Source: an optimization exercise on an open RTL-to-GDS flow (aim: small area and a short achievable clock period). Production flows keep margins and buffers that such runs may drop. In this exercise RTL edits were held to simulation tests only and were not proved equivalent to the original. No activity file was given, so power comes from the tool's default toggle rates.

[design/flow/config.mk]
export PLATFORM = sky130hd
export DESIGN_NAME = fir_3tap
export DESIGN_NICKNAME = fir_3tap
export VERILOG_FILES = /design/flow/design.v
export SDC_FILE = /design/flow/constraint.sdc
export NUM_CORES = 4
export LEC_CHECK = 0
export CAP_MARGIN = 20
export CORE_MARGIN = 2
export CORE_UTILIZATION = 65
export CTS_BUF_LIST = sky130_fd_sc_hd__clkbuf_8
export SLEW_MARGIN = 20
export SYNTH_HIERARCHICAL = 1
export SYNTH_MINIMUM_KEEP_SIZE = 0
export TNS_END_PERCENT = 0
[design/flow/constraint.sdc]
create_clock -name core_clock -period 12.5 [get_ports {clk}]
set_input_delay 2.5000 -clock core_clock [delete_from_list [all_inputs] [get_ports {clk}]]
set_output_delay 2.5000 -clock core_clock [all_outputs]
set_load 0.01 [all_outputs]
[design/flow/design.v]
module full_adder(output sum,
                  output carry_out,
                  input x,
                  input y,
                  input carry_in);
assign sum = x ^ y ^ carry_in;
assign carry_out = (x & y) | (x & carry_in) | (y & carry_in);
endmodule
module g_and2(output y, input a, input b);
assign y = a & b;
endmodule
module g_aoi21(output y, input a, input b, input c);
assign y = ~((a & b) | c);
endmodule
module g_inv(output y, input a);
assign y = ~a;
endmodule
module g_nand2(output y, input a, input b);
assign y = ~(a & b);
endmodule
module g_nor2(output y, input a, input b);
assign y = ~(a | b);
endmodule
module g_oai21(output y, input a, input b, input c);
assign y = ~((a | b) & c);
endmodule
module g_or2(output y, input a, input b);
assign y = a | b;
endmodule
module g_xnor2(output y, input a, input b);
assign y = ~(a ^ b);
endmodule
module g_xor2(output y, input a, input b);
assign y = a ^ b;
endmodule
module half_adder_n(output sum_n,
                    output carry_n,
                    input a_n,
                    input b_n);
xnor_n xs(sum_n, a_n, b_n);
or_n oc(carry_n, a_n, b_n);
endmodule
module xnor_n(output y, input a, input b);
assign y = ~(a ^ b);
endmodule
module or_n(output y, input a, input b);
assign y = a | b;
endmodule
module fir_3tap (input clk,
                 input [7:0] Xin,
                 input [7:0] H0,
                 input [7:0] H1,
                 input [7:0] H2,
                 output reg [15:0] Yout);
reg [15:0] Q1n, Q2n;
wire t2_p0_0 = ~(Xin[0] & H2[0]);
wire t2_p0_1 = ~(Xin[0] & H2[1]);
wire t2_p0_2 = ~(Xin[0] & H2[2]);
wire t2_p0_3 = ~(Xin[0] & H2[3]);
wire t2_p0_4 = ~(Xin[0] & H2[4]);
wire t2_p0_5 = ~(Xin[0] & H2[5]);
wire t2_p0_6 = ~(Xin[0] & H2[6]);
wire t2_p0_7 = ~(Xin[0] & H2[7]);
wire t2_p1_0 = ~(Xin[1] & H2[0]);
wire t2_p1_1 = ~(Xin[1] & H2[1]);
wire t2_p1_2 = ~(Xin[1] & H2[2]);
wire t2_p1_3 = ~(Xin[1] & H2[3]);
wire t2_p1_4 = ~(Xin[1] & H2[4]);
wire t2_p1_5 = ~(Xin[1] & H2[5]);
wire t2_p1_6 = ~(Xin[1] & H2[6]);
wire t2_p1_7 = ~(Xin[1] & H2[7]);
wire t2_p2_0 = ~(Xin[2] & H2[0]);
wire t2_p2_1 = ~(Xin[2] & H2[1]);
wire t2_p2_2 = ~(Xin[2] & H2[2]);
wire t2_p2_3 = ~(Xin[2] & H2[3]);
wire t2_p2_4 = ~(Xin[2] & H2[4]);
wire t2_p2_5 = ~(Xin[2] & H2[5]);
wire t2_p2_6 = ~(Xin[2] & H2[6]);
wire t2_p2_7 = ~(Xin[2] & H2[7]);
wire t2_p3_0 = ~(Xin[3] & H2[0]);
wire t2_p3_1 = ~(Xin[3] & H2[1]);
wire t2_p3_2 = ~(Xin[3] & H2[2]);
wire t2_p3_3 = ~(Xin[3] & H2[3]);
wire t2_p3_4 = ~(Xin[3] & H2[4]);
wire t2_p3_5 = ~(Xin[3] & H2[5]);
wire t2_p3_6 = ~(Xin[3] & H2[6]);
wire t2_p3_7 = ~(Xin[3] & H2[7]);
wire t2_p4_0 = ~(Xin[4] & H2[0]);
wire t2_p4_1 = ~(Xin[4] & H2[1]);
wire t2_p4_2 = ~(Xin[4] & H2[2]);
wire t2_p4_3 = ~(Xin[4] & H2[3]);
wire t2_p4_4 = ~(Xin[4] & H2[4]);
wire t2_p4_5 = ~(Xin[4] & H2[5]);
wire t2_p4_6 = ~(Xin[4] & H2[6]);
wire t2_p4_7 = ~(Xin[4] & H2[7]);
wire t2_p5_0 = ~(Xin[5] & H2[0]);
wire t2_p5_1 = ~(Xin[5] & H2[1]);
wire t2_p5_2 = ~(Xin[5] & H2[2]);
wire t2_p5_3 = ~(Xin[5] & H2[3]);
wire t2_p5_4 = ~(Xin[5] & H2[4]);
wire t2_p5_5 = ~(Xin[5] & H2[5]);
wire t2_p5_6 = ~(Xin[5] & H2[6]);
wire t2_p5_7 = ~(Xin[5] & H2[7]);
wire t2_p6_0 = ~(Xin[6] & H2[0]);
wire t2_p6_1 = ~(Xin[6] & H2[1]);
wire t2_p6_2 = ~(Xin[6] & H2[2]);
wire t2_p6_3 = ~(Xin[6] & H2[3]);
wire t2_p6_4 = ~(Xin[6] & H2[4]);
wire t2_p6_5 = ~(Xin[6] & H2[5]);
wire t2_p6_6 = ~(Xin[6] & H2[6]);
wire t2_p6_7 = ~(Xin[6] & H2[7]);
wire t2_p7_0 = ~(Xin[7] & H2[0]);
wire t2_p7_1 = ~(Xin[7] & H2[1]);
wire t2_p7_2 = ~(Xin[7] & H2[2]);
wire t2_p7_3 = ~(Xin[7] & H2[3]);
wire t2_p7_4 = ~(Xin[7] & H2[4]);
wire t2_p7_5 = ~(Xin[7] & H2[5]);
wire t2_p7_6 = ~(Xin[7] & H2[6]);
wire t2_p7_7 = ~(Xin[7] & H2[7]);
wire t2_s0, t2_c0;
half_adder_n t2_ha1 (t2_s0, t2_c0, t2_p0_6, t2_p1_5);
wire t2_s1, t2_c1;
full_adder t2_fa2 (t2_s1, t2_c1, t2_p0_7, t2_p1_6, t2_p2_5);
wire t2_s2, t2_c2;
half_adder_n t2_ha3 (t2_s2, t2_c2, t2_p3_4, t2_p4_3);
wire t2_s3, t2_c3;
full_adder t2_fa4 (t2_s3, t2_c3, t2_p1_7, t2_p2_6, t2_p3_5);
wire t2_s4, t2_c4;
half_adder_n t2_ha5 (t2_s4, t2_c4, t2_p4_4, t2_p5_3);
wire t2_s5, t2_c5;
full_adder t2_fa6 (t2_s5, t2_c5, t2_p2_7, t2_p3_6, t2_p4_5);
wire t2_s6, t2_c6;
half_adder_n t2_ha7 (t2_s6, t2_c6, t2_p0_4, t2_p1_3);
wire t2_s7, t2_c7;
full_adder t2_fa8 (t2_s7, t2_c7, t2_p0_5, t2_p1_4, t2_p2_3);
wire t2_s8, t2_c8;
half_adder_n t2_ha9 (t2_s8, t2_c8, t2_p3_2, t2_p4_1);
wire t2_s9, t2_c9;
full_adder t2_fa10 (t2_s9, t2_c9, t2_p2_4, t2_p3_3, t2_p4_2);
wire t2_s10, t2_c10;
full_adder t2_fa11 (t2_s10, t2_c10, t2_p5_1, t2_p6_0, t2_s0);
wire t2_s11, t2_c11;
full_adder t2_fa12 (t2_s11, t2_c11, t2_p5_2, t2_p6_1, t2_p7_0);
wire t2_s12, t2_c12;
full_adder t2_fa13 (t2_s12, t2_c12, t2_c0, t2_s2, t2_s1);
wire t2_s13, t2_c13;
full_adder t2_fa14 (t2_s13, t2_c13, t2_p6_2, t2_p7_1, t2_c2);
wire t2_s14, t2_c14;
full_adder t2_fa15 (t2_s14, t2_c14, t2_s4, t2_c1, t2_s3);
wire t2_s15, t2_c15;
full_adder t2_fa16 (t2_s15, t2_c15, t2_p5_4, t2_p6_3, t2_p7_2);
wire t2_s16, t2_c16;
full_adder t2_fa17 (t2_s16, t2_c16, t2_c4, t2_c3, t2_s5);
wire t2_s17, t2_c17;
full_adder t2_fa18 (t2_s17, t2_c17, t2_p3_7, t2_p4_6, t2_p5_5);
wire t2_s18, t2_c18;
full_adder t2_fa19 (t2_s18, t2_c18, t2_p6_4, t2_p7_3, t2_c5);
wire t2_s19, t2_c19;
full_adder t2_fa20 (t2_s19, t2_c19, t2_p4_7, t2_p5_6, t2_p6_5);
wire t2_s20, t2_c20;
half_adder_n t2_ha21 (t2_s20, t2_c20, t2_p0_3, t2_p1_2);
wire t2_s21, t2_c21;
full_adder t2_fa22 (t2_s21, t2_c21, t2_p2_2, t2_p3_1, t2_p4_0);
wire t2_s22, t2_c22;
full_adder t2_fa23 (t2_s22, t2_c22, t2_p5_0, t2_c6, t2_s8);
wire t2_s23, t2_c23;
full_adder t2_fa24 (t2_s23, t2_c23, t2_c8, t2_c7, t2_s9);
wire t2_s24, t2_c24;
full_adder t2_fa25 (t2_s24, t2_c24, t2_c9, t2_s11, t2_c10);
wire t2_s25, t2_c25;
full_adder t2_fa26 (t2_s25, t2_c25, t2_c11, t2_s13, t2_c12);
wire t2_s26, t2_c26;
full_adder t2_fa27 (t2_s26, t2_c26, t2_s15, t2_c13, t2_c14);
wire t2_s27, t2_c27;
full_adder t2_fa28 (t2_s27, t2_c27, t2_c15, t2_s17, t2_c16);
wire t2_s28, t2_c28;
full_adder t2_fa29 (t2_s28, t2_c28, t2_p7_4, t2_c17, t2_s19);
wire t2_s29, t2_c29;
full_adder t2_fa30 (t2_s29, t2_c29, t2_p5_7, t2_p6_6, t2_p7_5);
wire t2_s30, t2_c30;
half_adder_n t2_ha31 (t2_s30, t2_c30, t2_p0_2, t2_p1_1);
wire t2_s31, t2_c31;
full_adder t2_fa32 (t2_s31, t2_c31, t2_p2_1, t2_p3_0, t2_s20);
wire t2_s32, t2_c32;
full_adder t2_fa33 (t2_s32, t2_c32, t2_c20, t2_s6, t2_s21);
wire t2_s33, t2_c33;
full_adder t2_fa34 (t2_s33, t2_c33, t2_c21, t2_s7, t2_s22);
wire t2_s34, t2_c34;
full_adder t2_fa35 (t2_s34, t2_c34, t2_c22, t2_s10, t2_s23);
wire t2_s35, t2_c35;
full_adder t2_fa36 (t2_s35, t2_c35, t2_c23, t2_s12, t2_s24);
wire t2_s36, t2_c36;
full_adder t2_fa37 (t2_s36, t2_c36, t2_s14, t2_c24, t2_s25);
wire t2_s37, t2_c37;
full_adder t2_fa38 (t2_s37, t2_c37, t2_s16, t2_c25, t2_s26);
wire t2_s38, t2_c38;
full_adder t2_fa39 (t2_s38, t2_c38, t2_s18, t2_c26, t2_s27);
wire t2_s39, t2_c39;
full_adder t2_fa40 (t2_s39, t2_c39, t2_c18, t2_s28, t2_c27);
wire t2_s40, t2_c40;
full_adder t2_fa41 (t2_s40, t2_c40, t2_c19, t2_s29, t2_c28);
wire t2_s41, t2_c41;
full_adder t2_fa42 (t2_s41, t2_c41, t2_p6_7, t2_p7_6, t2_c29);
wire n1;
g_xnor2 u1 (n1, t2_p0_1, t2_p1_0);
wire n2;
g_or2 u2 (n2, t2_p0_1, t2_p1_0);
wire t2_rs2, t2_rc2;
full_adder t2_rfa2 (t2_rs2, t2_rc2, t2_s30, t2_p2_0, n2);
wire t2_rs3, t2_rc3;
full_adder t2_rfa3 (t2_rs3, t2_rc3, t2_c30, t2_s31, t2_rc2);
wire n3;
g_or2 u3 (n3, t2_c31, t2_s32);
wire n4;
g_and2 u4 (n4, t2_c31, t2_s32);
wire n5;
g_aoi21 u5 (n5, n3, t2_rc3, n4);
wire n6;
g_nor2 u6 (n6, t2_c32, t2_s33);
wire n7;
g_nand2 u7 (n7, t2_c32, t2_s33);
wire n8;
g_oai21 u8 (n8, n6, n5, n7);
wire n9;
g_or2 u9 (n9, t2_c33, t2_s34);
wire n10;
g_and2 u10 (n10, t2_c33, t2_s34);
wire n11;
g_aoi21 u11 (n11, n9, n8, n10);
wire n12;
g_nor2 u12 (n12, t2_c34, t2_s35);
wire n13;
g_nand2 u13 (n13, t2_c34, t2_s35);
wire n14;
g_oai21 u14 (n14, n12, n11, n13);
wire n15;
g_nor2 u15 (n15, t2_c36, t2_s37);
wire n16;
g_nand2 u16 (n16, t2_c35, t2_s36);
wire n17;
g_nand2 u17 (n17, t2_c36, t2_s37);
wire n18;
g_oai21 u18 (n18, n15, n16, n17);
wire n19;
g_nor2 u19 (n19, t2_c35, t2_s36);
wire n20;
g_nor2 u20 (n20, n15, n19);
wire n21;
g_nor2 u21 (n21, t2_c38, t2_s39);
wire n22;
g_nand2 u22 (n22, t2_c37, t2_s38);
wire n23;
g_nand2 u23 (n23, t2_c38, t2_s39);
wire n24;
g_oai21 u24 (n24, n21, n22, n23);
wire n25;
g_nor2 u25 (n25, t2_c37, t2_s38);
wire n26;
g_nor2 u26 (n26, n21, n25);
wire n27;
g_nor2 u27 (n27, t2_c40, t2_s41);
wire n28;
g_nand2 u28 (n28, t2_c39, t2_s40);
wire n29;
g_nand2 u29 (n29, t2_c40, t2_s41);
wire n30;
g_oai21 u30 (n30, n27, n28, n29);
wire n31;
g_nor2 u31 (n31, t2_c39, t2_s40);
wire n32;
g_nor2 u32 (n32, n27, n31);
wire n33;
g_aoi21 u33 (n33, n20, n14, n18);
wire n34;
g_or2 u34 (n34, t2_c34, t2_s35);
wire n35;
g_nand2 u35 (n35, n20, n34);
wire n36;
g_aoi21 u36 (n36, n32, n24, n30);
wire n37;
g_nand2 u37 (n37, n32, n26);
wire n38;
g_oai21 u38 (n38, n37, n33, n36);
wire n39;
g_nor2 u39 (n39, n37, n35);
wire n40;
g_inv u40 (n40, n26);
wire n41;
g_inv u41 (n41, n24);
wire n42;
g_oai21 u42 (n42, n40, n33, n41);
wire n43;
g_inv u43 (n43, n26);
wire n44;
g_nor2 u44 (n44, n43, n35);
wire n45;
g_or2 u45 (n45, t2_c35, t2_s36);
wire n46;
g_and2 u46 (n46, t2_c35, t2_s36);
wire n47;
g_aoi21 u47 (n47, n45, n14, n46);
wire n48;
g_nand2 u48 (n48, n45, n34);
wire n49;
g_oai21 u49 (n49, n25, n33, n22);
wire n50;
g_nor2 u50 (n50, n25, n35);
wire n51;
g_or2 u51 (n51, t2_c39, t2_s40);
wire n52;
g_and2 u52 (n52, t2_c39, t2_s40);
wire n53;
g_aoi21 u53 (n53, n51, n42, n52);
wire n54;
g_nand2 u54 (n54, n51, n44);
wire n55;
g_or2 u55 (n55, t2_c41, t2_p7_7);
wire n56;
g_and2 u56 (n56, t2_c41, t2_p7_7);
wire n57;
g_aoi21 u57 (n57, n55, n38, n56);
wire n58;
g_nand2 u58 (n58, n55, n39);
wire n59;
g_xor2 u59 (n59, t2_c31, t2_s32);
wire n60;
g_xor2 u60 (n60, n59, t2_rc3);
wire n61;
g_xor2 u61 (n61, t2_c32, t2_s33);
wire n62;
g_xnor2 u62 (n62, n61, n5);
wire n63;
g_xor2 u63 (n63, t2_c33, t2_s34);
wire n64;
g_xor2 u64 (n64, n63, n8);
wire n65;
g_xor2 u65 (n65, t2_c34, t2_s35);
wire n66;
g_xnor2 u66 (n66, n65, n11);
wire n67;
g_xor2 u67 (n67, t2_c35, t2_s36);
wire n68;
g_xor2 u68 (n68, n67, n14);
wire n69;
g_xor2 u69 (n69, t2_c36, t2_s37);
wire n70;
g_xnor2 u70 (n70, n69, n47);
wire n71;
g_xor2 u71 (n71, t2_c37, t2_s38);
wire n72;
g_xnor2 u72 (n72, n71, n33);
wire n73;
g_xor2 u73 (n73, t2_c38, t2_s39);
wire n74;
g_xor2 u74 (n74, n73, n49);
wire n75;
g_xor2 u75 (n75, t2_c39, t2_s40);
wire n76;
g_xor2 u76 (n76, n75, n42);
wire n77;
g_xor2 u77 (n77, t2_c40, t2_s41);
wire n78;
g_xnor2 u78 (n78, n77, n53);
wire n79;
g_xor2 u79 (n79, t2_c41, t2_p7_7);
wire n80;
g_xor2 u80 (n80, n79, n38);
wire n81;
g_inv u81 (n81, n57);
wire [15:0] t2_sn = {n81, n80, n78, n76, n74, n72, n70, n68, n66, n64, n62, n60, t2_rs3, t2_rs2, n1, t2_p0_0};
wire t1_p0_0 = ~(Xin[0] & H1[0]);
wire t1_p0_1 = ~(Xin[0] & H1[1]);
wire t1_p0_2 = ~(Xin[0] & H1[2]);
wire t1_p0_3 = ~(Xin[0] & H1[3]);
wire t1_p0_4 = ~(Xin[0] & H1[4]);
wire t1_p0_5 = ~(Xin[0] & H1[5]);
wire t1_p0_6 = ~(Xin[0] & H1[6]);
wire t1_p0_7 = ~(Xin[0] & H1[7]);
wire t1_p1_0 = ~(Xin[1] & H1[0]);
wire t1_p1_1 = ~(Xin[1] & H1[1]);
wire t1_p1_2 = ~(Xin[1] & H1[2]);
wire t1_p1_3 = ~(Xin[1] & H1[3]);
wire t1_p1_4 = ~(Xin[1] & H1[4]);
wire t1_p1_5 = ~(Xin[1] & H1[5]);
wire t1_p1_6 = ~(Xin[1] & H1[6]);
wire t1_p1_7 = ~(Xin[1] & H1[7]);
wire t1_p2_0 = ~(Xin[2] & H1[0]);
wire t1_p2_1 = ~(Xin[2] & H1[1]);
wire t1_p2_2 = ~(Xin[2] & H1[2]);
wire t1_p2_3 = ~(Xin[2] & H1[3]);
wire t1_p2_4 = ~(Xin[2] & H1[4]);
wire t1_p2_5 = ~(Xin[2] & H1[5]);
wire t1_p2_6 = ~(Xin[2] & H1[6]);
wire t1_p2_7 = ~(Xin[2] & H1[7]);
wire t1_p3_0 = ~(Xin[3] & H1[0]);
wire t1_p3_1 = ~(Xin[3] & H1[1]);
wire t1_p3_2 = ~(Xin[3] & H1[2]);
wire t1_p3_3 = ~(Xin[3] & H1[3]);
wire t1_p3_4 = ~(Xin[3] & H1[4]);
wire t1_p3_5 = ~(Xin[3] & H1[5]);
wire t1_p3_6 = ~(Xin[3] & H1[6]);
wire t1_p3_7 = ~(Xin[3] & H1[7]);
wire t1_p4_0 = ~(Xin[4] & H1[0]);
wire t1_p4_1 = ~(Xin[4] & H1[1]);
wire t1_p4_2 = ~(Xin[4] & H1[2]);
wire t1_p4_3 = ~(Xin[4] & H1[3]);
wire t1_p4_4 = ~(Xin[4] & H1[4]);
wire t1_p4_5 = ~(Xin[4] & H1[5]);
wire t1_p4_6 = ~(Xin[4] & H1[6]);
wire t1_p4_7 = ~(Xin[4] & H1[7]);
wire t1_p5_0 = ~(Xin[5] & H1[0]);
wire t1_p5_1 = ~(Xin[5] & H1[1]);
wire t1_p5_2 = ~(Xin[5] & H1[2]);
wire t1_p5_3 = ~(Xin[5] & H1[3]);
wire t1_p5_4 = ~(Xin[5] & H1[4]);
wire t1_p5_5 = ~(Xin[5] & H1[5]);
wire t1_p5_6 = ~(Xin[5] & H1[6]);
wire t1_p5_7 = ~(Xin[5] & H1[7]);
wire t1_p6_0 = ~(Xin[6] & H1[0]);
wire t1_p6_1 = ~(Xin[6] & H1[1]);
wire t1_p6_2 = ~(Xin[6] & H1[2]);
wire t1_p6_3 = ~(Xin[6] & H1[3]);
wire t1_p6_4 = ~(Xin[6] & H1[4]);
wire t1_p6_5 = ~(Xin[6] & H1[5]);
wire t1_p6_6 = ~(Xin[6] & H1[6]);
wire t1_p6_7 = ~(Xin[6] & H1[7]);
wire t1_p7_0 = ~(Xin[7] & H1[0]);
wire t1_p7_1 = ~(Xin[7] & H1[1]);
wire t1_p7_2 = ~(Xin[7] & H1[2]);
wire t1_p7_3 = ~(Xin[7] & H1[3]);
wire t1_p7_4 = ~(Xin[7] & H1[4]);
wire t1_p7_5 = ~(Xin[7] & H1[5]);
wire t1_p7_6 = ~(Xin[7] & H1[6]);
wire t1_p7_7 = ~(Xin[7] & H1[7]);
wire t1_s0, t1_c0;
half_adder_n t1_ha1 (t1_s0, t1_c0, Q1n[5], t1_p0_5);
wire t1_s1, t1_c1;
full_adder t1_fa2 (t1_s1, t1_c1, Q1n[6], t1_p0_6, t1_p1_5);
wire t1_s2, t1_c2;
half_adder_n t1_ha3 (t1_s2, t1_c2, t1_p2_4, t1_p3_3);
wire t1_s3, t1_c3;
full_adder t1_fa4 (t1_s3, t1_c3, Q1n[7], t1_p0_7, t1_p1_6);
wire t1_s4, t1_c4;
full_adder t1_fa5 (t1_s4, t1_c4, t1_p2_5, t1_p3_4, t1_p4_3);
wire t1_s5, t1_c5;
half_adder_n t1_ha6 (t1_s5, t1_c5, t1_p5_2, t1_p6_1);
wire t1_s6, t1_c6;
full_adder t1_fa7 (t1_s6, t1_c6, Q1n[8], t1_p1_7, t1_p2_6);
wire t1_s7, t1_c7;
full_adder t1_fa8 (t1_s7, t1_c7, t1_p3_5, t1_p4_4, t1_p5_3);
wire t1_s8, t1_c8;
half_adder_n t1_ha9 (t1_s8, t1_c8, t1_p6_2, t1_p7_1);
wire t1_s9, t1_c9;
full_adder t1_fa10 (t1_s9, t1_c9, Q1n[9], t1_p2_7, t1_p3_6);
wire t1_s10, t1_c10;
full_adder t1_fa11 (t1_s10, t1_c10, t1_p4_5, t1_p5_4, t1_p6_3);
wire t1_s11, t1_c11;
full_adder t1_fa12 (t1_s11, t1_c11, Q1n[10], t1_p3_7, t1_p4_6);
wire t1_s12, t1_c12;
half_adder_n t1_ha13 (t1_s12, t1_c12, Q1n[3], t1_p0_3);
wire t1_s13, t1_c13;
full_adder t1_fa14 (t1_s13, t1_c13, Q1n[4], t1_p0_4, t1_p1_3);
wire t1_s14, t1_c14;
half_adder_n t1_ha15 (t1_s14, t1_c14, t1_p2_2, t1_p3_1);
wire t1_s15, t1_c15;
full_adder t1_fa16 (t1_s15, t1_c15, t1_p1_4, t1_p2_3, t1_p3_2);
wire t1_s16, t1_c16;
full_adder t1_fa17 (t1_s16, t1_c16, t1_p4_1, t1_p5_0, t1_s0);
wire t1_s17, t1_c17;
full_adder t1_fa18 (t1_s17, t1_c17, t1_p4_2, t1_p5_1, t1_p6_0);
wire t1_s18, t1_c18;
full_adder t1_fa19 (t1_s18, t1_c18, t1_c0, t1_s2, t1_s1);
wire t1_s19, t1_c19;
full_adder t1_fa20 (t1_s19, t1_c19, t1_p7_0, t1_c2, t1_s5);
wire t1_s20, t1_c20;
full_adder t1_fa21 (t1_s20, t1_c20, t1_c1, t1_s3, t1_s4);
wire t1_s21, t1_c21;
full_adder t1_fa22 (t1_s21, t1_c21, t1_c5, t1_s8, t1_c3);
wire t1_s22, t1_c22;
full_adder t1_fa23 (t1_s22, t1_c22, t1_c4, t1_s6, t1_s7);
wire t1_s23, t1_c23;
full_adder t1_fa24 (t1_s23, t1_c23, t1_p7_2, t1_c8, t1_c6);
wire t1_s24, t1_c24;
full_adder t1_fa25 (t1_s24, t1_c24, t1_c7, t1_s10, t1_s9);
wire t1_s25, t1_c25;
full_adder t1_fa26 (t1_s25, t1_c25, t1_p5_5, t1_p6_4, t1_p7_3);
wire t1_s26, t1_c26;
full_adder t1_fa27 (t1_s26, t1_c26, t1_c10, t1_c9, t1_s11);
wire t1_s27, t1_c27;
full_adder t1_fa28 (t1_s27, t1_c27, Q1n[11], t1_p4_7, t1_p5_6);
wire t1_s28, t1_c28;
full_adder t1_fa29 (t1_s28, t1_c28, t1_p6_5, t1_p7_4, t1_c11);
wire t1_s29, t1_c29;
full_adder t1_fa30 (t1_s29, t1_c29, Q1n[12], t1_p5_7, t1_p6_6);
wire t1_s30, t1_c30;
half_adder_n t1_ha31 (t1_s30, t1_c30, Q1n[2], t1_p0_2);
wire t1_s31, t1_c31;
full_adder t1_fa32 (t1_s31, t1_c31, t1_p1_2, t1_p2_1, t1_p3_0);
wire t1_s32, t1_c32;
full_adder t1_fa33 (t1_s32, t1_c32, t1_p4_0, t1_c12, t1_s14);
wire t1_s33, t1_c33;
full_adder t1_fa34 (t1_s33, t1_c33, t1_c14, t1_c13, t1_s15);
wire t1_s34, t1_c34;
full_adder t1_fa35 (t1_s34, t1_c34, t1_c15, t1_s17, t1_c16);
wire t1_s35, t1_c35;
full_adder t1_fa36 (t1_s35, t1_c35, t1_c17, t1_s19, t1_c18);
wire t1_s36, t1_c36;
full_adder t1_fa37 (t1_s36, t1_c36, t1_c19, t1_c20, t1_s21);
wire t1_s37, t1_c37;
full_adder t1_fa38 (t1_s37, t1_c37, t1_c21, t1_c22, t1_s23);
wire t1_s38, t1_c38;
full_adder t1_fa39 (t1_s38, t1_c38, t1_s25, t1_c23, t1_c24);
wire t1_s39, t1_c39;
full_adder t1_fa40 (t1_s39, t1_c39, t1_c25, t1_s27, t1_c26);
wire t1_s40, t1_c40;
full_adder t1_fa41 (t1_s40, t1_c40, t1_p7_5, t1_c27, t1_s29);
wire t1_s41, t1_c41;
full_adder t1_fa42 (t1_s41, t1_c41, Q1n[13], t1_p6_7, t1_p7_6);
wire t1_s42, t1_c42;
half_adder_n t1_ha43 (t1_s42, t1_c42, Q1n[1], t1_p0_1);
wire t1_s43, t1_c43;
full_adder t1_fa44 (t1_s43, t1_c43, t1_p1_1, t1_p2_0, t1_s30);
wire t1_s44, t1_c44;
full_adder t1_fa45 (t1_s44, t1_c44, t1_c30, t1_s12, t1_s31);
wire t1_s45, t1_c45;
full_adder t1_fa46 (t1_s45, t1_c45, t1_c31, t1_s13, t1_s32);
wire t1_s46, t1_c46;
full_adder t1_fa47 (t1_s46, t1_c46, t1_c32, t1_s16, t1_s33);
wire t1_s47, t1_c47;
full_adder t1_fa48 (t1_s47, t1_c47, t1_c33, t1_s18, t1_s34);
wire t1_s48, t1_c48;
full_adder t1_fa49 (t1_s48, t1_c48, t1_s20, t1_c34, t1_s35);
wire t1_s49, t1_c49;
full_adder t1_fa50 (t1_s49, t1_c49, t1_s22, t1_c35, t1_s36);
wire t1_s50, t1_c50;
full_adder t1_fa51 (t1_s50, t1_c50, t1_s24, t1_c36, t1_s37);
wire t1_s51, t1_c51;
full_adder t1_fa52 (t1_s51, t1_c51, t1_s26, t1_c37, t1_s38);
wire t1_s52, t1_c52;
full_adder t1_fa53 (t1_s52, t1_c52, t1_s28, t1_c38, t1_s39);
wire t1_s53, t1_c53;
full_adder t1_fa54 (t1_s53, t1_c53, t1_c28, t1_s40, t1_c39);
wire t1_s54, t1_c54;
full_adder t1_fa55 (t1_s54, t1_c54, t1_c29, t1_s41, t1_c40);
wire t1_s55, t1_c55;
full_adder t1_fa56 (t1_s55, t1_c55, Q1n[14], t1_p7_7, t1_c41);
wire n82;
g_xnor2 u82 (n82, Q1n[0], t1_p0_0);
wire n83;
g_or2 u83 (n83, Q1n[0], t1_p0_0);
wire t1_rs1, t1_rc1;
full_adder t1_rfa1 (t1_rs1, t1_rc1, t1_s42, t1_p1_0, n83);
wire t1_rs2, t1_rc2;
full_adder t1_rfa2 (t1_rs2, t1_rc2, t1_c42, t1_s43, t1_rc1);
wire t1_rs3, t1_rc3;
full_adder t1_rfa3 (t1_rs3, t1_rc3, t1_c43, t1_s44, t1_rc2);
wire n84;
g_or2 u84 (n84, t1_c44, t1_s45);
wire n85;
g_and2 u85 (n85, t1_c44, t1_s45);
wire n86;
g_aoi21 u86 (n86, n84, t1_rc3, n85);
wire n87;
g_nor2 u87 (n87, t1_c45, t1_s46);
wire n88;
g_nand2 u88 (n88, t1_c45, t1_s46);
wire n89;
g_oai21 u89 (n89, n87, n86, n88);
wire n90;
g_or2 u90 (n90, t1_c46, t1_s47);
wire n91;
g_and2 u91 (n91, t1_c46, t1_s47);
wire n92;
g_aoi21 u92 (n92, n90, n89, n91);
wire n93;
g_nor2 u93 (n93, t1_c47, t1_s48);
wire n94;
g_nand2 u94 (n94, t1_c47, t1_s48);
wire n95;
g_oai21 u95 (n95, n93, n92, n94);
wire n96;
g_nor2 u96 (n96, t1_c49, t1_s50);
wire n97;
g_nand2 u97 (n97, t1_c48, t1_s49);
wire n98;
g_nand2 u98 (n98, t1_c49, t1_s50);
wire n99;
g_oai21 u99 (n99, n96, n97, n98);
wire n100;
g_nor2 u100 (n100, t1_c48, t1_s49);
wire n101;
g_nor2 u101 (n101, n96, n100);
wire n102;
g_nor2 u102 (n102, t1_c51, t1_s52);
wire n103;
g_nand2 u103 (n103, t1_c50, t1_s51);
wire n104;
g_nand2 u104 (n104, t1_c51, t1_s52);
wire n105;
g_oai21 u105 (n105, n102, n103, n104);
wire n106;
g_nor2 u106 (n106, t1_c50, t1_s51);
wire n107;
g_nor2 u107 (n107, n102, n106);
wire n108;
g_nor2 u108 (n108, t1_c53, t1_s54);
wire n109;
g_nand2 u109 (n109, t1_c52, t1_s53);
wire n110;
g_nand2 u110 (n110, t1_c53, t1_s54);
wire n111;
g_oai21 u111 (n111, n108, n109, n110);
wire n112;
g_nor2 u112 (n112, t1_c52, t1_s53);
wire n113;
g_nor2 u113 (n113, n108, n112);
wire n114;
g_aoi21 u114 (n114, n101, n95, n99);
wire n115;
g_or2 u115 (n115, t1_c47, t1_s48);
wire n116;
g_nand2 u116 (n116, n101, n115);
wire n117;
g_aoi21 u117 (n117, n113, n105, n111);
wire n118;
g_nand2 u118 (n118, n113, n107);
wire n119;
g_oai21 u119 (n119, n118, n114, n117);
wire n120;
g_nor2 u120 (n120, n118, n116);
wire n121;
g_inv u121 (n121, n107);
wire n122;
g_inv u122 (n122, n105);
wire n123;
g_oai21 u123 (n123, n121, n114, n122);
wire n124;
g_inv u124 (n124, n107);
wire n125;
g_nor2 u125 (n125, n124, n116);
wire n126;
g_or2 u126 (n126, t1_c48, t1_s49);
wire n127;
g_and2 u127 (n127, t1_c48, t1_s49);
wire n128;
g_aoi21 u128 (n128, n126, n95, n127);
wire n129;
g_nand2 u129 (n129, n126, n115);
wire n130;
g_oai21 u130 (n130, n106, n114, n103);
wire n131;
g_nor2 u131 (n131, n106, n116);
wire n132;
g_or2 u132 (n132, t1_c52, t1_s53);
wire n133;
g_and2 u133 (n133, t1_c52, t1_s53);
wire n134;
g_aoi21 u134 (n134, n132, n123, n133);
wire n135;
g_nand2 u135 (n135, n132, n125);
wire n136;
g_or2 u136 (n136, t1_c54, t1_s55);
wire n137;
g_and2 u137 (n137, t1_c54, t1_s55);
wire n138;
g_aoi21 u138 (n138, n136, n119, n137);
wire n139;
g_nand2 u139 (n139, n136, n120);
wire n140;
g_xor2 u140 (n140, t1_c44, t1_s45);
wire n141;
g_xor2 u141 (n141, n140, t1_rc3);
wire n142;
g_xor2 u142 (n142, t1_c45, t1_s46);
wire n143;
g_xnor2 u143 (n143, n142, n86);
wire n144;
g_xor2 u144 (n144, t1_c46, t1_s47);
wire n145;
g_xor2 u145 (n145, n144, n89);
wire n146;
g_xor2 u146 (n146, t1_c47, t1_s48);
wire n147;
g_xnor2 u147 (n147, n146, n92);
wire n148;
g_xor2 u148 (n148, t1_c48, t1_s49);
wire n149;
g_xor2 u149 (n149, n148, n95);
wire n150;
g_xor2 u150 (n150, t1_c49, t1_s50);
wire n151;
g_xnor2 u151 (n151, n150, n128);
wire n152;
g_xor2 u152 (n152, t1_c50, t1_s51);
wire n153;
g_xnor2 u153 (n153, n152, n114);
wire n154;
g_xor2 u154 (n154, t1_c51, t1_s52);
wire n155;
g_xor2 u155 (n155, n154, n130);
wire n156;
g_xor2 u156 (n156, t1_c52, t1_s53);
wire n157;
g_xor2 u157 (n157, n156, n123);
wire n158;
g_xor2 u158 (n158, t1_c53, t1_s54);
wire n159;
g_xnor2 u159 (n159, n158, n134);
wire n160;
g_xor2 u160 (n160, t1_c54, t1_s55);
wire n161;
g_xor2 u161 (n161, n160, n119);
wire n162;
g_xor2 u162 (n162, t1_c55, Q1n[15]);
wire n163;
g_xnor2 u163 (n163, n162, n138);
wire [15:0] t1_sn = {n163, n161, n159, n157, n155, n153, n151, n149, n147, n145, n143, n141, t1_rs3, t1_rs2, t1_rs1, n82};
wire t0_p0_0 = ~(Xin[0] & H0[0]);
wire t0_p0_1 = ~(Xin[0] & H0[1]);
wire t0_p0_2 = ~(Xin[0] & H0[2]);
wire t0_p0_3 = ~(Xin[0] & H0[3]);
wire t0_p0_4 = ~(Xin[0] & H0[4]);
wire t0_p0_5 = ~(Xin[0] & H0[5]);
wire t0_p0_6 = ~(Xin[0] & H0[6]);
wire t0_p0_7 = ~(Xin[0] & H0[7]);
wire t0_p1_0 = ~(Xin[1] & H0[0]);
wire t0_p1_1 = ~(Xin[1] & H0[1]);
wire t0_p1_2 = ~(Xin[1] & H0[2]);
wire t0_p1_3 = ~(Xin[1] & H0[3]);
wire t0_p1_4 = ~(Xin[1] & H0[4]);
wire t0_p1_5 = ~(Xin[1] & H0[5]);
wire t0_p1_6 = ~(Xin[1] & H0[6]);
wire t0_p1_7 = ~(Xin[1] & H0[7]);
wire t0_p2_0 = ~(Xin[2] & H0[0]);
wire t0_p2_1 = ~(Xin[2] & H0[1]);
wire t0_p2_2 = ~(Xin[2] & H0[2]);
wire t0_p2_3 = ~(Xin[2] & H0[3]);
wire t0_p2_4 = ~(Xin[2] & H0[4]);
wire t0_p2_5 = ~(Xin[2] & H0[5]);
wire t0_p2_6 = ~(Xin[2] & H0[6]);
wire t0_p2_7 = ~(Xin[2] & H0[7]);
wire t0_p3_0 = ~(Xin[3] & H0[0]);
wire t0_p3_1 = ~(Xin[3] & H0[1]);
wire t0_p3_2 = ~(Xin[3] & H0[2]);
wire t0_p3_3 = ~(Xin[3] & H0[3]);
wire t0_p3_4 = ~(Xin[3] & H0[4]);
wire t0_p3_5 = ~(Xin[3] & H0[5]);
wire t0_p3_6 = ~(Xin[3] & H0[6]);
wire t0_p3_7 = ~(Xin[3] & H0[7]);
wire t0_p4_0 = ~(Xin[4] & H0[0]);
wire t0_p4_1 = ~(Xin[4] & H0[1]);
wire t0_p4_2 = ~(Xin[4] & H0[2]);
wire t0_p4_3 = ~(Xin[4] & H0[3]);
wire t0_p4_4 = ~(Xin[4] & H0[4]);
wire t0_p4_5 = ~(Xin[4] & H0[5]);
wire t0_p4_6 = ~(Xin[4] & H0[6]);
wire t0_p4_7 = ~(Xin[4] & H0[7]);
wire t0_p5_0 = ~(Xin[5] & H0[0]);
wire t0_p5_1 = ~(Xin[5] & H0[1]);
wire t0_p5_2 = ~(Xin[5] & H0[2]);
wire t0_p5_3 = ~(Xin[5] & H0[3]);
wire t0_p5_4 = ~(Xin[5] & H0[4]);
wire t0_p5_5 = ~(Xin[5] & H0[5]);
wire t0_p5_6 = ~(Xin[5] & H0[6]);
wire t0_p5_7 = ~(Xin[5] & H0[7]);
wire t0_p6_0 = ~(Xin[6] & H0[0]);
wire t0_p6_1 = ~(Xin[6] & H0[1]);
wire t0_p6_2 = ~(Xin[6] & H0[2]);
wire t0_p6_3 = ~(Xin[6] & H0[3]);
wire t0_p6_4 = ~(Xin[6] & H0[4]);
wire t0_p6_5 = ~(Xin[6] & H0[5]);
wire t0_p6_6 = ~(Xin[6] & H0[6]);
wire t0_p6_7 = ~(Xin[6] & H0[7]);
wire t0_p7_0 = ~(Xin[7] & H0[0]);
wire t0_p7_1 = ~(Xin[7] & H0[1]);
wire t0_p7_2 = ~(Xin[7] & H0[2]);
wire t0_p7_3 = ~(Xin[7] & H0[3]);
wire t0_p7_4 = ~(Xin[7] & H0[4]);
wire t0_p7_5 = ~(Xin[7] & H0[5]);
wire t0_p7_6 = ~(Xin[7] & H0[6]);
wire t0_p7_7 = ~(Xin[7] & H0[7]);
wire t0_s0, t0_c0;
half_adder_n t0_ha1 (t0_s0, t0_c0, Q2n[5], t0_p0_5);
wire t0_s1, t0_c1;
full_adder t0_fa2 (t0_s1, t0_c1, Q2n[6], t0_p0_6, t0_p1_5);
wire t0_s2, t0_c2;
half_adder_n t0_ha3 (t0_s2, t0_c2, t0_p2_4, t0_p3_3);
wire t0_s3, t0_c3;
full_adder t0_fa4 (t0_s3, t0_c3, Q2n[7], t0_p0_7, t0_p1_6);
wire t0_s4, t0_c4;
full_adder t0_fa5 (t0_s4, t0_c4, t0_p2_5, t0_p3_4, t0_p4_3);
wire t0_s5, t0_c5;
half_adder_n t0_ha6 (t0_s5, t0_c5, t0_p5_2, t0_p6_1);
wire t0_s6, t0_c6;
full_adder t0_fa7 (t0_s6, t0_c6, Q2n[8], t0_p1_7, t0_p2_6);
wire t0_s7, t0_c7;
full_adder t0_fa8 (t0_s7, t0_c7, t0_p3_5, t0_p4_4, t0_p5_3);
wire t0_s8, t0_c8;
half_adder_n t0_ha9 (t0_s8, t0_c8, t0_p6_2, t0_p7_1);
wire t0_s9, t0_c9;
full_adder t0_fa10 (t0_s9, t0_c9, Q2n[9], t0_p2_7, t0_p3_6);
wire t0_s10, t0_c10;
full_adder t0_fa11 (t0_s10, t0_c10, t0_p4_5, t0_p5_4, t0_p6_3);
wire t0_s11, t0_c11;
full_adder t0_fa12 (t0_s11, t0_c11, Q2n[10], t0_p3_7, t0_p4_6);
wire t0_s12, t0_c12;
half_adder_n t0_ha13 (t0_s12, t0_c12, Q2n[3], t0_p0_3);
wire t0_s13, t0_c13;
full_adder t0_fa14 (t0_s13, t0_c13, Q2n[4], t0_p0_4, t0_p1_3);
wire t0_s14, t0_c14;
half_adder_n t0_ha15 (t0_s14, t0_c14, t0_p2_2, t0_p3_1);
wire t0_s15, t0_c15;
full_adder t0_fa16 (t0_s15, t0_c15, t0_p1_4, t0_p2_3, t0_p3_2);
wire t0_s16, t0_c16;
full_adder t0_fa17 (t0_s16, t0_c16, t0_p4_1, t0_p5_0, t0_s0);
wire t0_s17, t0_c17;
full_adder t0_fa18 (t0_s17, t0_c17, t0_p4_2, t0_p5_1, t0_p6_0);
wire t0_s18, t0_c18;
full_adder t0_fa19 (t0_s18, t0_c18, t0_c0, t0_s2, t0_s1);
wire t0_s19, t0_c19;
full_adder t0_fa20 (t0_s19, t0_c19, t0_p7_0, t0_c2, t0_s5);
wire t0_s20, t0_c20;
full_adder t0_fa21 (t0_s20, t0_c20, t0_c1, t0_s3, t0_s4);
wire t0_s21, t0_c21;
full_adder t0_fa22 (t0_s21, t0_c21, t0_c5, t0_s8, t0_c3);
wire t0_s22, t0_c22;
full_adder t0_fa23 (t0_s22, t0_c22, t0_c4, t0_s6, t0_s7);
wire t0_s23, t0_c23;
full_adder t0_fa24 (t0_s23, t0_c23, t0_p7_2, t0_c8, t0_c6);
wire t0_s24, t0_c24;
full_adder t0_fa25 (t0_s24, t0_c24, t0_c7, t0_s10, t0_s9);
wire t0_s25, t0_c25;
full_adder t0_fa26 (t0_s25, t0_c25, t0_p5_5, t0_p6_4, t0_p7_3);
wire t0_s26, t0_c26;
full_adder t0_fa27 (t0_s26, t0_c26, t0_c10, t0_c9, t0_s11);
wire t0_s27, t0_c27;
full_adder t0_fa28 (t0_s27, t0_c27, Q2n[11], t0_p4_7, t0_p5_6);
wire t0_s28, t0_c28;
full_adder t0_fa29 (t0_s28, t0_c28, t0_p6_5, t0_p7_4, t0_c11);
wire t0_s29, t0_c29;
full_adder t0_fa30 (t0_s29, t0_c29, Q2n[12], t0_p5_7, t0_p6_6);
wire t0_s30, t0_c30;
half_adder_n t0_ha31 (t0_s30, t0_c30, Q2n[2], t0_p0_2);
wire t0_s31, t0_c31;
full_adder t0_fa32 (t0_s31, t0_c31, t0_p1_2, t0_p2_1, t0_p3_0);
wire t0_s32, t0_c32;
full_adder t0_fa33 (t0_s32, t0_c32, t0_p4_0, t0_c12, t0_s14);
wire t0_s33, t0_c33;
full_adder t0_fa34 (t0_s33, t0_c33, t0_c14, t0_c13, t0_s15);
wire t0_s34, t0_c34;
full_adder t0_fa35 (t0_s34, t0_c34, t0_c15, t0_s17, t0_c16);
wire t0_s35, t0_c35;
full_adder t0_fa36 (t0_s35, t0_c35, t0_c17, t0_s19, t0_c18);
wire t0_s36, t0_c36;
full_adder t0_fa37 (t0_s36, t0_c36, t0_c19, t0_c20, t0_s21);
wire t0_s37, t0_c37;
full_adder t0_fa38 (t0_s37, t0_c37, t0_c21, t0_c22, t0_s23);
wire t0_s38, t0_c38;
full_adder t0_fa39 (t0_s38, t0_c38, t0_s25, t0_c23, t0_c24);
wire t0_s39, t0_c39;
full_adder t0_fa40 (t0_s39, t0_c39, t0_c25, t0_s27, t0_c26);
wire t0_s40, t0_c40;
full_adder t0_fa41 (t0_s40, t0_c40, t0_p7_5, t0_c27, t0_s29);
wire t0_s41, t0_c41;
full_adder t0_fa42 (t0_s41, t0_c41, Q2n[13], t0_p6_7, t0_p7_6);
wire t0_s42, t0_c42;
half_adder_n t0_ha43 (t0_s42, t0_c42, Q2n[1], t0_p0_1);
wire t0_s43, t0_c43;
full_adder t0_fa44 (t0_s43, t0_c43, t0_p1_1, t0_p2_0, t0_s30);
wire t0_s44, t0_c44;
full_adder t0_fa45 (t0_s44, t0_c44, t0_c30, t0_s12, t0_s31);
wire t0_s45, t0_c45;
full_adder t0_fa46 (t0_s45, t0_c45, t0_c31, t0_s13, t0_s32);
wire t0_s46, t0_c46;
full_adder t0_fa47 (t0_s46, t0_c46, t0_c32, t0_s16, t0_s33);
wire t0_s47, t0_c47;
full_adder t0_fa48 (t0_s47, t0_c47, t0_c33, t0_s18, t0_s34);
wire t0_s48, t0_c48;
full_adder t0_fa49 (t0_s48, t0_c48, t0_s20, t0_c34, t0_s35);
wire t0_s49, t0_c49;
full_adder t0_fa50 (t0_s49, t0_c49, t0_s22, t0_c35, t0_s36);
wire t0_s50, t0_c50;
full_adder t0_fa51 (t0_s50, t0_c50, t0_s24, t0_c36, t0_s37);
wire t0_s51, t0_c51;
full_adder t0_fa52 (t0_s51, t0_c51, t0_s26, t0_c37, t0_s38);
wire t0_s52, t0_c52;
full_adder t0_fa53 (t0_s52, t0_c52, t0_s28, t0_c38, t0_s39);
wire t0_s53, t0_c53;
full_adder t0_fa54 (t0_s53, t0_c53, t0_c28, t0_s40, t0_c39);
wire t0_s54, t0_c54;
full_adder t0_fa55 (t0_s54, t0_c54, t0_c29, t0_s41, t0_c40);
wire t0_s55, t0_c55;
full_adder t0_fa56 (t0_s55, t0_c55, Q2n[14], t0_p7_7, t0_c41);
wire n164;
g_xnor2 u164 (n164, Q2n[0], t0_p0_0);
wire n165;
g_or2 u165 (n165, Q2n[0], t0_p0_0);
wire t0_rs1, t0_rc1;
full_adder t0_rfa1 (t0_rs1, t0_rc1, t0_s42, t0_p1_0, n165);
wire t0_rs2, t0_rc2;
full_adder t0_rfa2 (t0_rs2, t0_rc2, t0_c42, t0_s43, t0_rc1);
wire t0_rs3, t0_rc3;
full_adder t0_rfa3 (t0_rs3, t0_rc3, t0_c43, t0_s44, t0_rc2);
wire n166;
g_or2 u166 (n166, t0_c44, t0_s45);
wire n167;
g_and2 u167 (n167, t0_c44, t0_s45);
wire n168;
g_aoi21 u168 (n168, n166, t0_rc3, n167);
wire n169;
g_nor2 u169 (n169, t0_c45, t0_s46);
wire n170;
g_nand2 u170 (n170, t0_c45, t0_s46);
wire n171;
g_oai21 u171 (n171, n169, n168, n170);
wire n172;
g_or2 u172 (n172, t0_c46, t0_s47);
wire n173;
g_and2 u173 (n173, t0_c46, t0_s47);
wire n174;
g_aoi21 u174 (n174, n172, n171, n173);
wire n175;
g_nor2 u175 (n175, t0_c47, t0_s48);
wire n176;
g_nand2 u176 (n176, t0_c47, t0_s48);
wire n177;
g_oai21 u177 (n177, n175, n174, n176);
wire n178;
g_nor2 u178 (n178, t0_c49, t0_s50);
wire n179;
g_nand2 u179 (n179, t0_c48, t0_s49);
wire n180;
g_nand2 u180 (n180, t0_c49, t0_s50);
wire n181;
g_oai21 u181 (n181, n178, n179, n180);
wire n182;
g_nor2 u182 (n182, t0_c48, t0_s49);
wire n183;
g_nor2 u183 (n183, n178, n182);
wire n184;
g_nor2 u184 (n184, t0_c51, t0_s52);
wire n185;
g_nand2 u185 (n185, t0_c50, t0_s51);
wire n186;
g_nand2 u186 (n186, t0_c51, t0_s52);
wire n187;
g_oai21 u187 (n187, n184, n185, n186);
wire n188;
g_nor2 u188 (n188, t0_c50, t0_s51);
wire n189;
g_nor2 u189 (n189, n184, n188);
wire n190;
g_nor2 u190 (n190, t0_c53, t0_s54);
wire n191;
g_nand2 u191 (n191, t0_c52, t0_s53);
wire n192;
g_nand2 u192 (n192, t0_c53, t0_s54);
wire n193;
g_oai21 u193 (n193, n190, n191, n192);
wire n194;
g_nor2 u194 (n194, t0_c52, t0_s53);
wire n195;
g_nor2 u195 (n195, n190, n194);
wire n196;
g_aoi21 u196 (n196, n183, n177, n181);
wire n197;
g_or2 u197 (n197, t0_c47, t0_s48);
wire n198;
g_nand2 u198 (n198, n183, n197);
wire n199;
g_aoi21 u199 (n199, n195, n187, n193);
wire n200;
g_nand2 u200 (n200, n195, n189);
wire n201;
g_oai21 u201 (n201, n200, n196, n199);
wire n202;
g_nor2 u202 (n202, n200, n198);
wire n203;
g_inv u203 (n203, n189);
wire n204;
g_inv u204 (n204, n187);
wire n205;
g_oai21 u205 (n205, n203, n196, n204);
wire n206;
g_inv u206 (n206, n189);
wire n207;
g_nor2 u207 (n207, n206, n198);
wire n208;
g_or2 u208 (n208, t0_c48, t0_s49);
wire n209;
g_and2 u209 (n209, t0_c48, t0_s49);
wire n210;
g_aoi21 u210 (n210, n208, n177, n209);
wire n211;
g_nand2 u211 (n211, n208, n197);
wire n212;
g_oai21 u212 (n212, n188, n196, n185);
wire n213;
g_nor2 u213 (n213, n188, n198);
wire n214;
g_or2 u214 (n214, t0_c52, t0_s53);
wire n215;
g_and2 u215 (n215, t0_c52, t0_s53);
wire n216;
g_aoi21 u216 (n216, n214, n205, n215);
wire n217;
g_nand2 u217 (n217, n214, n207);
wire n218;
g_or2 u218 (n218, t0_c54, t0_s55);
wire n219;
g_and2 u219 (n219, t0_c54, t0_s55);
wire n220;
g_aoi21 u220 (n220, n218, n201, n219);
wire n221;
g_nand2 u221 (n221, n218, n202);
wire n222;
g_inv u222 (n222, n164);
wire n223;
g_inv u223 (n223, t0_rs1);
wire n224;
g_inv u224 (n224, t0_rs2);
wire n225;
g_inv u225 (n225, t0_rs3);
wire n226;
g_xor2 u226 (n226, t0_c44, t0_s45);
wire n227;
g_xnor2 u227 (n227, n226, t0_rc3);
wire n228;
g_xor2 u228 (n228, t0_c45, t0_s46);
wire n229;
g_xor2 u229 (n229, n228, n168);
wire n230;
g_xor2 u230 (n230, t0_c46, t0_s47);
wire n231;
g_xnor2 u231 (n231, n230, n171);
wire n232;
g_xor2 u232 (n232, t0_c47, t0_s48);
wire n233;
g_xor2 u233 (n233, n232, n174);
wire n234;
g_xor2 u234 (n234, t0_c48, t0_s49);
wire n235;
g_xnor2 u235 (n235, n234, n177);
wire n236;
g_xor2 u236 (n236, t0_c49, t0_s50);
wire n237;
g_xor2 u237 (n237, n236, n210);
wire n238;
g_xor2 u238 (n238, t0_c50, t0_s51);
wire n239;
g_xor2 u239 (n239, n238, n196);
wire n240;
g_xor2 u240 (n240, t0_c51, t0_s52);
wire n241;
g_xnor2 u241 (n241, n240, n212);
wire n242;
g_xor2 u242 (n242, t0_c52, t0_s53);
wire n243;
g_xnor2 u243 (n243, n242, n205);
wire n244;
g_xor2 u244 (n244, t0_c53, t0_s54);
wire n245;
g_xor2 u245 (n245, n244, n216);
wire n246;
g_xor2 u246 (n246, t0_c54, t0_s55);
wire n247;
g_xnor2 u247 (n247, n246, n201);
wire n248;
g_xor2 u248 (n248, t0_c55, Q2n[15]);
wire n249;
g_xor2 u249 (n249, n248, n220);
wire [15:0] t0_sn = {n249, n247, n245, n243, n241, n239, n237, n235, n233, n231, n229, n227, n225, n224, n223, n222};
always @(posedge clk) begin
  Q1n  <= t2_sn;
  Q2n  <= t1_sn;
  Yout <= t0_sn;
end
endmodule
[design/flow/flow/run.sh]
#!/bin/bash
# The standard layout (standard.sh), with two changes to how it is made:
# - ports are buffered with buf_1 instead of the default delay buffer;
# - repair_timing aims for 7.2 ns of setup slack instead of 0.
set -euo pipefail
export SETUP_SLACK_MARGIN=7.2
export BUFFER_PORTS_ARGS="-buffer_cell sky130_fd_sc_hd__buf_1"
bash standard.sh > standard.log 2>&1
[design/flow/standard.sh]
#!/bin/bash
# synth_recipe.tcl (not shown) runs the flow's synth.tcl, then flattens the netlist and writes it again
# the make line also repeats each setting of config.mk as NAME=value (left out here)
make -C /OpenROAD-flow-scripts/flow DESIGN_CONFIG=/design/flow/config.mk WORK_HOME=/design/flow/orfs CLKGATE_MAP_FILE= SYNTH_SCRIPT=/design/flow/synth_recipe.tcl "${@:-finish}"
==> impl_metrics.yaml <==
route:
  via_per_inst: 5.46
  wl_per_cell_um: 16.0
  wl_met3_um: 964
  dr_total_vias: 4656
  first_iter_violations: 276
  remaining_drc_errors: 0
  dr.max_layer_used: "met4"
  first_pass_iters: 5
  finalWirelength_um: 13600
  drtAntennaViolNets: 0
  wl_met1_um: 5230
  wl_met2_um: 7310
worst_setup_path:
  crit_arrival_ps: 5640
  r2r_cells: 10
  crit_required_ps: 12700
  critPathMaxStageDelay_ps: 600
  crit_slowest_cell: "fa_2"
  end_kind: "flip-flop"
  criticalPathCategory: "in -> reg"
  cp-start-kind: "primary input"
  crit_chain: "buf_2 > buf_12 > nand2_2 > fa_1 > fa_2 > fa_1 > fa_2 > nand2_1 > o21ai_2 > a21oi_4 > o21ai_2 > a21oi_2 > xnor2_1"
  crit_fanout: 12
floorplan:
  start_util: 0.669
  chipWidth_um: 104
  num_rows: 36
  fp.dieArea_um2: 10800
  die_h_um: 104
  io_pins: 49
  core-area_um2: 9730
global_routing:
  grt_pass1_wl_um: 22900
  grt_max_degree: 25
  overflow: 0
  antenna_found_initial: 0
  grtUsageTotal: 0.260
  grt_pass1_vias: 5182
sta:
  relSlewSlack: 0.783
  worst_pin_slew_ps: 326
  setup_viol: 0
  final_hold_viol_count: 0
  setup_tns_ps: 0
  rsz0062_at_grt: "true"
  fin_skew_ps: 4.36
  finalCritPeriodShare: 0.435
  fin_crit_ps: 5440
  maxSlewViolCount: 0
  max_freq_ghz: 0.184
power:
  combPwrFrac: 0.807
  p_int_mw: 1.07
  swShare: 0.474
  p_clk_frac: 0.050
  vdd_drop_max_mv: 0.264
  power.leakage_nw: 2.58
  powerDensity_nw_per_um2: 280
  total_power_mw: 2.03
  switching_power_mw: 0.961
  seqPwrFrac: 0.144
cts:
  cts_tree: "built"
  clockBufferDepth: 2
  path_clk_slew_ps: 90
  clock-sinks: 48
  htreeDepth: 2
  hold_buffers: 0
  insertion_delay_ps: 300
  cts-buffers-inserted: 5
  cts-root-buf: "clkbuf_8"
status:
  status: "complete, no violations"
cells_and_area:
  fin_area_um2: 7230
  num_antenna_cells: 0
  drive_gt1_frac: 0.196
  final_nets: 891
  fin_util: 0.743
  area_delta_synth_final_pct: 11.2
place:
  postPlaceCellArea_um2: 6810
  hpwl_um: 9770
  gp_congestion: 0.851
  io_buffers: 48
synth:
  synth_area_leaders: "fa_1 43%, dfxtp_1 15%, nand2_1 13%, xor2_1 7.1%, xnor2_1 5.8%"
  ys_warn_count: 7
  syn_avg_cell_area_um2: 9.47
  synth_nets: 859
  yosysTopAreaCellShare: 0.428
  synth_top_area_cell: "fa_1"
  synthCells: 687
  ys_ff_latch: 48
  synth_seq_area_share: 0.148
  synth_area_um2: 6500
  yosys.cell_types.count: 14
worst_hold_path:
  hold_class: "reg -> reg"
  min_path_cells: 1
run:
  maxCapViolCount: 0
per-stage QoR:
stage          hold WS [ps]  setup WS [ps]  cells
5_1_grt                 465           6970    853
6_report                460           7060    853
2_1_floorplan           418           7180    687
3_3_place_gp            429           6610    836
3_5_place_dp            447           6520    836
4_1_cts                 462           7100    844
Yosys stat by module (local to each module, per instance), a selection:
module      cells inside  area, um2  flip-flops and latches  copies in the design
fir_3tap             280       1960                      48                     1
full_adder             1       20.0                       0                   139
g_and2                 1       6.26                       0                    15
g_aoi21                1       8.76                       0                    21
g_inv                  1       3.75                       0                    11
g_nand2                1       3.75                       0                    27
g_nor2                 1       3.75                       0                    33
g_oai21                1       5.00                       0                    24
g_or2                  1       6.26                       0                    18
g_xnor2                1       8.76                       0                    20
or_n                   1       6.26                       0                    23
xnor_n                 1       8.76                       0                    23
power groups by stage:
stage	sequential [mW]	clock, mW	combinational [mW]
floorplan	0.301	0	1.28
detailed placement	0.295	0	1.51
global placement	0.295	0	1.47
finish	0.291	0.100	1.64
CTS	0.293	0.103	1.56
global route	0.299	0.110	1.83
path summary, 6_finish.rpt:
path	end	slack (ps)	start
worst max-delay path	Q2n[13]	7060	Xin[2]
worst max register to register	Yout[13]	9370	Q2n[7]
worst min register to register	Q2n[0]	460	Q1n[0]
worst min-delay path	Q2n[0]	460	Q1n[0]
critical path: cells and delay by family:
family / cells / cell delay [ps]
AO/OA/AOI/OAI: 4 / 520
AND/OR/NAND/NOR: 2 / 170
adder cells (fa/ha/maj): 4 / 2000
XOR/XNOR: 1 / 120
buffers and inverters: 2 / 330
cells in the mapped netlist:
library cell,number
or2_1,41
xnor2_1,43
buf_2,7
dfxtp_1,48
a21oi_2,21
buf_6,16
o21ai_1,24
inv_1,11
nand2_1,219
buf_1,17
nor2_1,33
xor2_1,53
and2_1,15
fa_1,139
area by class of cell:
| class | instances | area [um2] |
|---|---|---|
| Multi-Input combinational cell | 588 | 5500 |
| Sequential cell | 48 | 961 |
| Fill cell | 735 | 2500 |
| Tap cell | 133 | 166 |
| Clock inverter | 2 | 15.0 |
| Inverter | 11 | 41.3 |
| Clock buffer | 6 | 82.6 |
| Timing Repair Buffer | 65 | 468 |
registers in the layout (all words and copies together) (netlist names):
| register | count |
|---|---|
| Yout | 16 |
| Q1n | 16 |
| Q2n | 16 |
layout by cell type (no fill, tap or decap), types with 3 or more instances in the layout:
master | Yosys | final
buf_12 | 0 | 5
xor2_1 | 53 | 53
fa_1 | 139 | 108
fa_2 | 0 | 31
inv_1 | 11 | 11
a21oi_2 | 21 | 17
a21oi_4 | 0 | 4
clkbuf_16 | 0 | 3
o21ai_1 | 24 | 10
clkbuf_8 | 0 | 6
or2_1 | 41 | 41
dfxtp_1 | 48 | 48
buf_1 | 17 | 24
xnor2_2 | 0 | 4
and2_1 | 15 | 15
nand2_1 | 219 | 204
nand2_4 | 0 | 3
buf_2 | 7 | 18
buf_4 | 0 | 6
o21ai_2 | 0 | 12
clkbuf_2 | 0 | 6
xnor2_1 | 43 | 39
nor2_1 | 33 | 26
nand2_2 | 0 | 12
nor2_2 | 0 | 7
routing by layer:
| metal | vias up | global-route usage |
|---|---|---|
| met5 | - | 0 |
| met4 | 0 | 0.0705 |
| met3 | 14 | 0.0320 |
| met2 | 169 | 0.474 |
| met1 | 2345 | 0.328 |
| li1 | 2128 | - |
cell families after synthesis:
group,share of synthesized area
compound gates,0.0467
xor+xnor,0.129
fa+ha+maj,0.428
buf+inv,0.0492
flops,0.148
simple gates,0.199
repair_timing:
action / 4_1_cts / 5_1_grt
hold endpoints to repair: 0 / 0
gates cloned: 0 / 3
resized for setup: 42 / 22
endpoints found under the setup margin: 17 / 17
pin swaps: 0 / 10
buffers inserted: 0 / 6

port drivers added, routing unchanged:
No port has a modelled driver above. Below, the same layout with a new extraction and two added sets of constraints.
Step 1 assumes that a clkbuf_16 drives the clock port and a buf_2 every other input.
Step 2 moves the port delays by t, midway between the first and last clock arrival at a register: inputs arrive t later, outputs are due t later. That takes back most of the time a late clock gives input paths.
a / b / c = no drivers / after step 1 / after step 2; a / b = the first two.
t, ns: 0.337
slack for setup (ns): 7.057 / 7.068 / 6.731
worst slew at a driven data input, ns: 0.03
cell pins on the clock port's net: 1
After both steps this run still meets setup and hold. For this run, drivers alone change the setup slack by +0.011 ns; drivers and shift together by -0.326 ns.
